Background: an optimization exercise with open tools, aiming at small area and a short achievable clock period. Do not read the settings as production practice.
At most, simulation tests tie the RTL to the original design; equivalence was not proved.
No activity file was given, so power comes from the tool's default toggle rates.

## FPU_top
module FPU_top  #(
    parameter NUM_OP    = 1
)(
    input logic                 i_clk           ,
    input logic                 i_rst_n         ,
    input logic [NUM_OP-1:0]    i_add_sub       ,
    input logic [31:0]          i_32_a          ,
    input logic [31:0]          i_32_b          ,
    output logic [31:0]         o_32_s          ,
    output logic                o_ov_flag       ,
    output logic                o_un_flag
);
Size: ~2,300 cells after synthesis, about 100 flip-flops, roughly 13,000 um2 of cells after synthesis.
==> flow/config.mk <==
export PLATFORM = sky130hd
export DESIGN_NAME = FPU_top
export DESIGN_NICKNAME = FPU_top
export VERILOG_FILES = /design/flow/design.v
export SDC_FILE = /design/flow/constraint.sdc
export NUM_CORES = 4
export LEC_CHECK = 0
export ABC_AREA = 1
export CAP_MARGIN = 20
export CORE_MARGIN = 2
export CORE_UTILIZATION = 40
export PLACE_DENSITY = 0.6
export SLEW_MARGIN = 20
==> flow/constraint.sdc <==
create_clock -name core_clock -period 15.0 [get_ports {i_clk}]
set_input_delay 3.0000 -clock core_clock [delete_from_list [all_inputs] [get_ports {i_clk}]]
set_output_delay 3.0000 -clock core_clock [all_outputs]
set_load 0.01 [all_outputs]
standard.sh (not shown) runs the stock make flow with config.mk's settings and CLKGATE_MAP_FILE= SYNTH_SCRIPT=/design/flow/synth_recipe.tcl, a recipe that flattens the netlist after the stock synthesis.
==> flow/flow/run.sh <==
#!/bin/bash
set -euo pipefail
bash standard.sh SETUP_SLACK_MARGIN=9 "BUFFER_PORTS_ARGS=-buffer_cell sky130_fd_sc_hd__buf_2" finish > standard_flow.log 2>&1
The baseline produced a clean layout.
Change:
==> flow/flow/run.sh (replaced) <==
#!/bin/bash
set -euo pipefail
bash standard.sh SETUP_SLACK_MARGIN=9.9 "BUFFER_PORTS_ARGS=-buffer_cell sky130_fd_sc_hd__buf_2" finish > standard_flow.log 2>&1
=> Power is higher by 17%. Core utilization climbs by 7.5 points. Global-route usage increases by 1.5 points. Cell area climbs by 17%. Combinational power increases by about 20%. Synthesized area is unchanged. Cell count is higher by 4.7%. Count of clock-buffer cells in the layout stays the same. First-iteration DRC count grows by 30%.
Change:
==> flow/flow/run.sh (replaced) <==
#!/bin/bash
set -euo pipefail
bash standard.sh SETUP_SLACK_MARGIN=9.4 "BUFFER_PORTS_ARGS=-buffer_cell sky130_fd_sc_hd__buf_2" finish > standard_flow.log 2>&1
The changed run completed without violations.
Sequential power went down by about 1%.
Die area is unchanged.
Synthesized cell count is unchanged.
Routed wire length drops by 9.8%.
Design area shrinks by about 12%.
Clock-buffer cell count stays the same.
Register-to-register slack is worse by 0.50 ns.
Non-clock buffer count shrinks by 98.
Change:
==> flow/flow/run.sh (replaced) <==
#!/bin/bash
set -euo pipefail
bash standard.sh SETUP_SLACK_MARGIN=9.3 "BUFFER_PORTS_ARGS=-buffer_cell sky130_fd_sc_hd__buf_2" finish > standard_flow.log 2>&1
=> Power came out lower by 0.66%; register-to-register slack loses 0.07 ns; routed wire length goes down by 1.0%; synthesized area is unchanged; global-route usage drops by 0.10 points; count of clock-buffer cells in the layout is unchanged; utilization came out lower by 0.40 points; via count drops by 0.57%; critical path depth is higher by 1; worst hold slack barely changes.
Change:
==> flow/flow/run.sh (replaced) <==
#!/bin/bash
set -euo pipefail
bash standard.sh SETUP_SLACK_MARGIN=9.6 "BUFFER_PORTS_ARGS=-buffer_cell sky130_fd_sc_hd__buf_2" finish > standard_flow.log 2>&1
=> Power came out higher by 3.6%. Worst hold slack stays flat. Sequential share of layout area is lower by 0.48 points. Final area climbs by 3.6%. Area after synthesis stays the same. Die area does not change. Via count is higher by 1.9%. Sequential power rises by about 1%.
Change:
==> flow/flow/run.sh (replaced) <==
#!/bin/bash
set -euo pipefail
bash standard.sh SETUP_SLACK_MARGIN=9.3 "BUFFER_PORTS_ARGS=-buffer_cell sky130_fd_sc_hd__buf_2" finish > standard_flow.log 2>&1
Settings changed: CTS_BUF_LIST set to sky130_fd_sc_hd__clkbuf_4 sky130_fd_sc_hd__clkbuf_8.
=> The changed run finished clean; cell count is lower by 1.1%; register-to-register slack loses 0.30 ns; synthesized area stays the same.

========
FPU_top, a different RTL version from the one above (not shown whole).
Size in the first run: about 2,100 cells after synthesis, about 100 I/O pins, ~12,000 um^2 of cells after synthesis.
clock: 15.0 ns
lec_check: 0
abc_area: 1
cap_margin: 20
core_margin: 2
core_utilization: 40
place_density: 0.6
slew_margin: 20
==> flow/flow/run.sh <==
#!/bin/bash
set -euo pipefail
bash standard.sh SETUP_SLACK_MARGIN=9 "BUFFER_PORTS_ARGS=-buffer_cell sky130_fd_sc_hd__buf_2" finish > standard_flow.log 2>&1
The baseline completed with no timing, DRC or antenna violations.
Next try:
==> flow/flow/run.sh (replaced) <==
#!/bin/bash
set -euo pipefail
bash standard.sh SETUP_SLACK_MARGIN=9.3 "BUFFER_PORTS_ARGS=-buffer_cell sky130_fd_sc_hd__buf_2" finish > standard_flow.log 2>&1
Die area does not change.
Sequential share of layout area falls by 0.40 points.
Power rises by 5.3%.
Routed wire length rises by 1.7%.
Register-to-register slack improved by 0.21 ns.
Clock power stays flat.
Area after synthesis does not change.
Final cell count hardly moves.
Design area rises by 2.8%.
Clock skew falls by 0.0044 ns.
Worst hold slack hardly moves.
Function was not checked in any run of this note: the RTL went through the layout flow alone.

========
Another version of the RTL of FPU_top (not shown whole).
Size in the first run: ~2,200 cells after synthesis, roughly 100 flip-flops, roughly 100 I/O pins, ~13,000 um2 of cells after synthesis.
==> flow/config.mk <==
export PLATFORM = sky130hd
export DESIGN_NAME = FPU_top
export DESIGN_NICKNAME = FPU_top
export VERILOG_FILES = /design/flow/design.v
export SDC_FILE = /design/flow/constraint.sdc
export NUM_CORES = 4
export LEC_CHECK = 0
export ABC_AREA = 1
export CAP_MARGIN = 20
export CORE_MARGIN = 2
export CORE_UTILIZATION = 40
export PLACE_DENSITY = 0.6
export SLEW_MARGIN = 20
==> flow/constraint.sdc <==
create_clock -name core_clock -period 15.0 [get_ports {i_clk}]
set_input_delay 3.0000 -clock core_clock [delete_from_list [all_inputs] [get_ports {i_clk}]]
set_output_delay 3.0000 -clock core_clock [all_outputs]
set_load 0.01 [all_outputs]
==> flow/flow/run.sh <==
#!/bin/bash
set -euo pipefail
bash standard.sh SETUP_SLACK_MARGIN=9 "BUFFER_PORTS_ARGS=-buffer_cell sky130_fd_sc_hd__buf_2" finish > standard_flow.log 2>&1
Rerun with:
==> flow/flow/run.sh (replaced) <==
#!/bin/bash
set -euo pipefail
bash standard.sh SETUP_SLACK_MARGIN=9 finish > standard_flow.log 2>&1
Effect: Sequential cell count stays the same. Total power came out higher slightly. Core utilization rises by 1.5 points. Sequential power hardly moves. Wire length hardly moves. Worst setup slack got worse by 0.38 ns. Maximum frequency falls by a few percent. Synthesized cell count does not change. First-iteration DRC count went down slightly. Register-to-register slack improved by 0.02 ns. Hold slack improved by 0.0051 ns.

========
## v38
FPU_top, a different RTL version from the one above (not shown whole).
Size: about 110 flip-flops.
export LEC_CHECK = 0
export ABC_AREA = 1
export CAP_MARGIN = 20
export CORE_MARGIN = 2
export CORE_UTILIZATION = 50
export PLACE_DENSITY = 0.65
export SLEW_MARGIN = 20
create_clock -name core_clock -period 15.0 [get_ports {i_clk}]
==> flow/flow/run.sh <==
#!/bin/bash
set -euo pipefail
bash standard.sh SETUP_SLACK_MARGIN=9.8 "BUFFER_PORTS_ARGS=-buffer_cell sky130_fd_sc_hd__buf_2" finish > standard_flow.log 2>&1
For v25, these inputs were changed with respect to v38:
# v38
export LEC_CHECK = 0
export ABC_AREA = 1
export CAP_MARGIN = 20
export CORE_MARGIN = 2
export CORE_UTILIZATION = 50
export PLACE_DENSITY = 0.65
export SLEW_MARGIN = 20
create_clock -name core_clock -period 15.0 [get_ports {i_clk}]
# v25
export LEC_CHECK = 0
export ABC_AREA = 1
export CAP_MARGIN = 20
export CORE_MARGIN = 2
export CORE_UTILIZATION = 40
export PLACE_DENSITY = 0.6
export SLEW_MARGIN = 20
create_clock -name core_clock -period 15.0 [get_ports {i_clk}]
==> flow/flow/run.sh <==
#!/bin/bash
set -euo pipefail
bash standard.sh SETUP_SLACK_MARGIN=10.1 "BUFFER_PORTS_ARGS=-buffer_cell sky130_fd_sc_hd__buf_2" finish > standard_flow.log 2>&1
## What came out
The final layouts of v25 and v38 pass the timing, DRC and antenna checks. Delta (v25 minus v38): final area went up 6.3%, fraction of area in multi-input gates decreased 0.72 points, final worst-path setup slack climbed 0.024 ns, global-route total usage across every layer moved down, area of the placeable core shows an increase of 6600 um2. Relative to v38, the part of the cycle the worst path needs of v25 is lower by 0.16 points. Going from v38 to v25, clock-buffer cell count shrinks by 2.

========
FPU_top again, from the RTL that the note above started with.
clock: 15.0 ns
lec_check: 0
abc_area: 1
cap_margin: 20
core_margin: 2
core_utilization: 40
place_density: 0.6
slew_margin: 20
==> flow/flow/run.sh <==
#!/bin/bash
set -euo pipefail
bash standard.sh SETUP_SLACK_MARGIN=9.8 "BUFFER_PORTS_ARGS=-buffer_cell sky130_fd_sc_hd__buf_2" finish > standard_flow.log 2>&1
Rerun with:
==> flow/flow/run.sh (replaced) <==
#!/bin/bash
set -euo pipefail
bash standard.sh SETUP_SLACK_MARGIN=9.3 "BUFFER_PORTS_ARGS=-buffer_cell sky130_fd_sc_hd__buf_2" finish > standard_flow.log 2>&1
Design area went down by 2.8%. Clock power stays flat. Wire length came out lower by 2.9%. Sequential share of layout area climbs by 0.45 points. Fmax falls by 3.5%. Hold slack hardly moves. Setup slack is worse by 0.19 ns. Flip-flop and latch count does not change. Synthesized cell count does not change.

========
== wip/quartz ==
FPU_top with an RTL version that a note above also has.
For scale: ~2300 cells after synthesis, roughly 100 flip-flops.
export LEC_CHECK = 0
export ABC_AREA = 1
export CAP_MARGIN = 20
export CORE_MARGIN = 2
export CORE_UTILIZATION = 40
export PLACE_DENSITY = 0.6
export SLEW_MARGIN = 20
create_clock -name core_clock -period 15.0 [get_ports {i_clk}]
==> flow/flow/run.sh <==
#!/bin/bash
set -euo pipefail
bash standard.sh SETUP_SLACK_MARGIN=9.3 SETUP_MOVE_SEQUENCE=unbuffer,sizeup,swap,clone,split "BUFFER_PORTS_ARGS=-buffer_cell sky130_fd_sc_hd__buf_2" finish > standard_flow.log 2>&1
### wip/quartz -> wip/garnet
==> flow/flow/run.sh <==
#!/bin/bash
set -euo pipefail
bash standard.sh SETUP_SLACK_MARGIN=9.3 "BUFFER_PORTS_ARGS=-buffer_cell sky130_fd_sc_hd__buf_1" finish > standard_flow.log 2>&1
Results
- wip/garnet ran to completion and came out clean on the timing, DRC and antenna checks.
- Summary: with wip/quartz as the reference, layout filler cell count in wip/garnet moved down slightly.
- In the tables for wip/garnet and wip/quartz, sequential share of layout area reads lower with wip/garnet.
- Compared with wip/quartz, wip/garnet shows a higher total chip power.
- The share of the clock period used by the worst path on wip/quartz is in line with that on wip/garnet.

## afterwards: timing with drivers on the ports
No port has a modelled driver above. Below, the same layouts with a new extraction and two added sets of constraints.
Step 1 sets driving cells, clkbuf_16 on the clock port and buf_2 on the other inputs (assumed; they add their load-dependent delay and slew).
Step 2 adds t to the input delays and takes it off the output delays; t is the mean of the earliest and latest rising clock arrival at the registers after step 1. Input paths then give back, and output paths get back, about the clock's delay inside the block.
a / b / c = ideal ports / drivers / drivers and shift; a / b = the first two.
| run | t (ns) | setup WS [ns] | worst setup path at the end |
|---|---|---|---|
| the first run of note 1 | 0.414 | 9.232 / 9.183 / 9.251 | input to register |
| the second run of note 1 | 0.412 | 9.255 / 9.205 / 9.617 | register to output |
| the third run of note 1 | 0.415 | 9.443 / 9.394 / 9.465 | input to register |
| the fourth run of note 1 | 0.417 | 9.497 / 9.447 / 9.238 | input to register |
| the fifth run of note 1 | 0.418 | 9.358 / 9.306 / 9.487 | input to register |
| the sixth run of note 1 | 0.442 | 9.418 / 9.373 / 9.311 | input to register |
| the first run of note 2 | 0.393 | 8.835 / 8.787 / 9.179 | register to output |
| the second run of note 2 | 0.396 | 8.791 / 8.743 / 9.138 | register to output |
| the first run of note 3 | 0.409 | 9.305 / 9.259 / 9.232 | input to register |
| the second run of note 3 | 0.412 | 8.929 / 8.882 / 8.989 | input to register |
| v38 | 0.412 | 9.874 / 9.821 / 9.612 | input to register |
| v25 | 0.416 | 9.897 / 9.850 / 9.862 | input to register |
| the first run of note 5 | 0.413 | 9.852 / 9.806 / 9.654 | input to register |
| the second run of note 5 | 0.412 | 9.663 / 9.616 / 9.393 | input to register |
| wip/quartz | 0.416 | 9.396 / 9.347 / 9.286 | input to register |
| wip/garnet | 0.411 | 9.418 / 9.370 / 9.253 | input to register |
After both steps setup and hold are still met in every run listed. The setup slack of the second run of note 5, which loses most, moves by -0.047 ns with the drivers and by -0.270 ns with both steps.
